This design comes from an exercise in tuning for small area and a short achievable clock period on the open sky130 flow, not from production work. The RTL was checked by simulation tests, not by an equivalence proof against the original design. Power figures rest on the tool's default switching activity, not on a simulated workload.

## rgb2dvi
module rgb2dvi (
    input  wire        PixelClk,
    input  wire [23:0] vid_pData,
    input  wire        vid_pVDE,
    input  wire        vid_pHSync,
    input  wire        vid_pVSync,
    output wire [9:0]  pDataOutRaw0,    
    output wire [9:0]  pDataOutRaw1,    
    output wire [9:0]  pDataOutRaw2     
);
reg pVde_1, pVde_2;
always @(posedge PixelClk) begin
    pVde_1 <= vid_pVDE;
    pVde_2 <= pVde_1;
end
TMDS_Encoder #(.SYNC(1)) DataEncoder0 (
    .PixelClk(PixelClk), .pDataOutRaw(pDataOutRaw0),
    .pDataOut(vid_pData[15:8]), .pC0(vid_pHSync), .pC1(vid_pVSync),
    .pVde(vid_pVDE), .pVde_1(pVde_1), .pVde_2(pVde_2));
TMDS_Encoder #(.SYNC(0)) DataEncoder1 (
    .PixelClk(PixelClk), .pDataOutRaw(pDataOutRaw1),
    .pDataOut(vid_pData[7:0]), .pC0(1'b0), .pC1(1'b0),
    .pVde(vid_pVDE), .pVde_1(pVde_1), .pVde_2(pVde_2));
TMDS_Encoder #(.SYNC(0)) DataEncoder2 (
    .PixelClk(PixelClk), .pDataOutRaw(pDataOutRaw2),
    .pDataOut(vid_pData[23:16]), .pC0(1'b0), .pC1(1'b0),
    .pVde(vid_pVDE), .pVde_1(pVde_1), .pVde_2(pVde_2));
endmodule
==> flow/config.mk <==
export PLATFORM = sky130hd
export DESIGN_NAME = rgb2dvi
export DESIGN_NICKNAME = rgb2dvi
export VERILOG_FILES = /design/flow/design.v
export SDC_FILE = /design/flow/constraint.sdc
export NUM_CORES = 4
export LEC_CHECK = 0
export CAP_MARGIN = 20
export CORE_MARGIN = 2
export CORE_UTILIZATION = 60
export SETUP_SLACK_MARGIN = 2.1
export SLEW_MARGIN = 20
==> flow/constraint.sdc <==
create_clock -name core_clock -period 4.0 [get_ports {PixelClk}]
set_input_delay 0.8000 -clock core_clock [delete_from_list [all_inputs] [get_ports {PixelClk}]]
set_output_delay 0.8000 -clock core_clock [all_outputs]
set_load 0.01 [all_outputs]
standard.sh (not shown) runs the stock make flow with config.mk's settings and CLKGATE_MAP_FILE= SYNTH_SCRIPT=/design/flow/synth_recipe.tcl, a recipe that flattens the netlist after the stock synthesis.
==> flow/flow/run.sh <==
#!/bin/bash
# Standard layout (the standard.sh) with these ORFS settings on top:
#  ADDER_MAP_FILE= : no adder cells in synthesis, ABC maps the adders as plain gates
#  ABC_AREA=1 with a copy of ORFS's scripts whose abc_area.script is flow/abc.script
#  BUFFER_PORTS_ARGS : the smallest buffer on each port
set -e
SD=$PWD/scripts_abc
rm -rf "$SD"
cp -r "$FLOW_HOME/scripts" "$SD"
cp flow/abc.script "$SD/abc_area.script"
bash standard.sh SCRIPTS_DIR="$SD" ADDER_MAP_FILE= ABC_AREA=1 "BUFFER_PORTS_ARGS=-buffer_cell sky130_fd_sc_hd__buf_1" "DONT_USE_CELLS=sky130_fd_sc_hd__probe_p_8 sky130_fd_sc_hd__probec_p_8 sky130_fd_sc_hd__lpflow_bleeder_1 sky130_fd_sc_hd__lpflow_clkbufkapwr_1 sky130_fd_sc_hd__lpflow_clkbufkapwr_16 sky130_fd_sc_hd__lpflow_clkbufkapwr_2 sky130_fd_sc_hd__lpflow_clkbufkapwr_4 sky130_fd_sc_hd__lpflow_clkbufkapwr_8 sky130_fd_sc_hd__lpflow_clkinvkapwr_1 sky130_fd_sc_hd__lpflow_clkinvkapwr_16 sky130_fd_sc_hd__lpflow_clkinvkapwr_2 sky130_fd_sc_hd__lpflow_clkinvkapwr_4 sky130_fd_sc_hd__lpflow_clkinvkapwr_8 sky130_fd_sc_hd__lpflow_decapkapwr_12 sky130_fd_sc_hd__lpflow_decapkapwr_3 sky130_fd_sc_hd__lpflow_decapkapwr_4 sky130_fd_sc_hd__lpflow_decapkapwr_6 sky130_fd_sc_hd__lpflow_decapkapwr_8 sky130_fd_sc_hd__lpflow_inputiso0n_1 sky130_fd_sc_hd__lpflow_inputiso0p_1 sky130_fd_sc_hd__lpflow_inputiso1n_1 sky130_fd_sc_hd__lpflow_inputiso1p_1 sky130_fd_sc_hd__lpflow_inputisolatch_1 sky130_fd_sc_hd__lpflow_isobufsrc_1 sky130_fd_sc_hd__lpflow_isobufsrc_16 sky130_fd_sc_hd__lpflow_isobufsrc_2 sky130_fd_sc_hd__lpflow_isobufsrc_4 sky130_fd_sc_hd__lpflow_isobufsrc_8 sky130_fd_sc_hd__lpflow_isobufsrckapwr_16 sky130_fd_sc_hd__lpflow_lsbuf_lh_hl_isowell_tap_1 sky130_fd_sc_hd__lpflow_lsbuf_lh_hl_isowell_tap_2 sky130_fd_sc_hd__lpflow_lsbuf_lh_hl_isowell_tap_4 sky130_fd_sc_hd__lpflow_lsbuf_lh_isowell_4 sky130_fd_sc_hd__lpflow_lsbuf_lh_isowell_tap_1 sky130_fd_sc_hd__lpflow_lsbuf_lh_isowell_tap_2 sky130_fd_sc_hd__lpflow_lsbuf_lh_isowell_tap_4 sky130_fd_sc_hd__fill_1 sky130_fd_sc_hd__fill_2 sky130_fd_sc_hd__fill_4 sky130_fd_sc_hd__fill_8  sky130_fd_sc_hd__maj3_1 sky130_fd_sc_hd__maj3_2 sky130_fd_sc_hd__maj3_4" > standard.log 2>&1
==> flow/flow/abc.script <==
strash
dc2
&get -n
&dch -f
&nf
&put
buffer -c
topo
stime -c
upsize -c
dnsize -c
Then changed:
==> flow/flow/run.sh (replaced) <==
#!/bin/bash
# Standard layout (the standard.sh) with these ORFS settings on top:
#  ADDER_MAP_FILE= : no adder cells in synthesis, ABC maps the adders as plain gates
#  ABC_AREA=1 with a copy of ORFS's scripts whose abc_area.script is flow/abc.script
#  BUFFER_PORTS_ARGS : the smallest buffer on each port
set -e
SD=$PWD/scripts_abc
rm -rf "$SD"
cp -r "$FLOW_HOME/scripts" "$SD"
cp flow/abc.script "$SD/abc_area.script"
bash standard.sh SCRIPTS_DIR="$SD" ADDER_MAP_FILE= ABC_AREA=1 "BUFFER_PORTS_ARGS=-buffer_cell sky130_fd_sc_hd__buf_1" "CTS_ARGS=-sink_clustering_enable -repair_clock_nets -dont_use_dummy_load" > standard.log 2>&1
==> flow/flow/abc.script (replaced) <==
strash
&get -n
&st
&syn2
&b -d
&dch -f
&nf -R 50
&put
buffer -c
topo
stime -c
upsize -c
dnsize -c
--- a/flow/config.mk
+++ b/flow/config.mk
@@ -9,4 +9,4 @@
 export CORE_MARGIN = 2
-export CORE_UTILIZATION = 60
-export SETUP_SLACK_MARGIN = 2.1
+export CORE_UTILIZATION = 65
+export SETUP_SLACK_MARGIN = 2.2
 export SLEW_MARGIN = 20
Worst hold slack is worse by 0.013 ns.
Design area falls by 1.6%.
Utilization rises by 4.8 points.
Power rises by 1.9%.
Wire length falls by about 3%.
Register-to-register slack is better by 0.18 ns.
Final cell count falls by about 3.6%.
Fmax rises by about 6%.
Setup slack is better by 0.10 ns.
Sequential power is about the same.
Area after synthesis falls by 2.7%.
Then changed:
==> flow/flow/abc.script (replaced) <==
strash
&get -n
&st
&syn2
&b -d
&dch -f
&nf
&put
buffer -c
topo
stime -c
upsize -c
dnsize -c
--- a/flow/config.mk
+++ b/flow/config.mk
@@ -9,3 +9,3 @@
 export CORE_MARGIN = 2
-export CORE_UTILIZATION = 65
+export CORE_UTILIZATION = 60
 export SETUP_SLACK_MARGIN = 2.2
Outcome:
- The new run finished clean
- global-route usage falls by 2.7 points
- setup slack improves by 0.071 ns
- cell area is about the same
- final cell count came out higher by 1.1%
- sequential power decreases by about 3%
- clock power is lower by about 2%
- via count goes down by 1.5%
- die area is higher by 9.0%
- count of clock-buffer cells in the layout does not change
- sequential share of layout area goes down by 0.17 points
- wire length decreases by 6.2%
Then changed:
--- a/flow/flow/run.sh
+++ b/flow/flow/run.sh
@@ -10,2 +10,2 @@
 cp flow/abc.script "$SD/abc_area.script"
-bash standard.sh SCRIPTS_DIR="$SD" ADDER_MAP_FILE= ABC_AREA=1 "BUFFER_PORTS_ARGS=-buffer_cell sky130_fd_sc_hd__buf_1" "CTS_ARGS=-sink_clustering_enable -repair_clock_nets -dont_use_dummy_load" > standard.log 2>&1
+bash standard.sh SCRIPTS_DIR="$SD" ADDER_MAP_FILE= ABC_AREA=1 "BUFFER_PORTS_ARGS=-buffer_cell sky130_fd_sc_hd__buf_1" > standard.log 2>&1
==> flow/flow/abc.script (replaced) <==
strash
&get -n
&st
&syn2
&b -d
&dch -f
&nf -R 1000
&put
buffer -c
topo
stime -c
upsize -c
dnsize -c
Effect: The changed run completed without violations. Final cell count went up by 2.4%. Fmax went down by 3.4%. Die area went down by 1.4%. Synthesized cell count went up by 1.5%. Total power barely changes.
Then changed:
==> flow/flow/abc.script (replaced) <==
strash
&get -n
&st
&syn2
&b -d
&dch -f
&nf
&put
buffer -c
topo
stime -c
upsize -c
dnsize -c
Effect:
- The changed run completed without violations
- core utilization goes up by 0.26 points
- global-route usage goes down by 0.39 points
- register-to-register slack gets better by 0.09 ns
- synthesized area grows by 1.5%
- final area climbs by 0.92%
- hold slack stays flat
Then changed:
--- a/flow/flow/run.sh
+++ b/flow/flow/run.sh
@@ -10,2 +10,2 @@
 cp flow/abc.script "$SD/abc_area.script"
-bash standard.sh SCRIPTS_DIR="$SD" ADDER_MAP_FILE= ABC_AREA=1 "BUFFER_PORTS_ARGS=-buffer_cell sky130_fd_sc_hd__buf_1" > standard.log 2>&1
+bash standard.sh SCRIPTS_DIR="$SD" ADDER_MAP_FILE= ABC_AREA=1 "BUFFER_PORTS_ARGS=-buffer_cell sky130_fd_sc_hd__buf_1" "CTS_ARGS=-sink_clustering_enable -repair_clock_nets -dont_use_dummy_load" > standard.log 2>&1
==> flow/flow/abc.script (replaced) <==
strash
&get -n
&st
&dc2
&b -d
&dch -f
&nf
&put
buffer -c
topo
stime -c
upsize -c
dnsize -c
After rerunning: Cell area is about the same. Total power drops by 2.5%. Synthesized area climbs by about 1.4%. Worst setup slack got worse by 0.059 ns. Sequential power is about the same. Via count drops by 4.6%. Routed wire length drops by 1.6%. Worst hold slack got worse by 0.0075 ns. Maximum frequency drops by about 3.3%. Count of clock-buffer cells in the layout drops by 1. Synthesized cell count drops by 4.1%.

==> separate check: timing with driven ports <==
How much do the figures lean on ideal ports? The routed layouts below were timed once more, with nothing changed but the port constraints.
Step 1 sets driving cells, clkbuf_16 on the clock port and buf_2 on the other inputs (assumed; they add their load-dependent delay and slew).
Step 2 moves the port delays by t, midway between the first and last clock arrival at a register: inputs arrive t later, outputs are due t later. That takes back most of the time a late clock gives input paths.
Three values: ideal ports, drivers, drivers and shift; two values: the first two.
run	shift t [ns]	setup slack, ns	hold slack, ns	worst slew at a driven data input, ns	cell pins on the clock port's net
the first run	0.399	2.116 / 2.116 / 1.860	0.335 / 0.335 / 0.335	0.04	1
the second run	0.384	2.218 / 2.229 / 1.846	0.322 / 0.322 / 0.322	0.04	1
the third run	0.384	2.289 / 2.301 / 1.918	0.335 / 0.335 / 0.335	0.03	1
the fourth run	0.401	2.229 / 2.229 / 1.903	0.341 / 0.341 / 0.341	0.03	1
the fifth run	0.398	2.301 / 2.308 / 1.912	0.342 / 0.342 / 0.342	0.03	1
the sixth run	0.381	2.243 / 2.243 / 2.009	0.335 / 0.335 / 0.335	0.04	1
After both steps setup and hold are still met in every run listed. For the fifth run, which loses most, drivers alone change the setup slack by +0.007 ns; drivers and shift together by -0.389 ns.
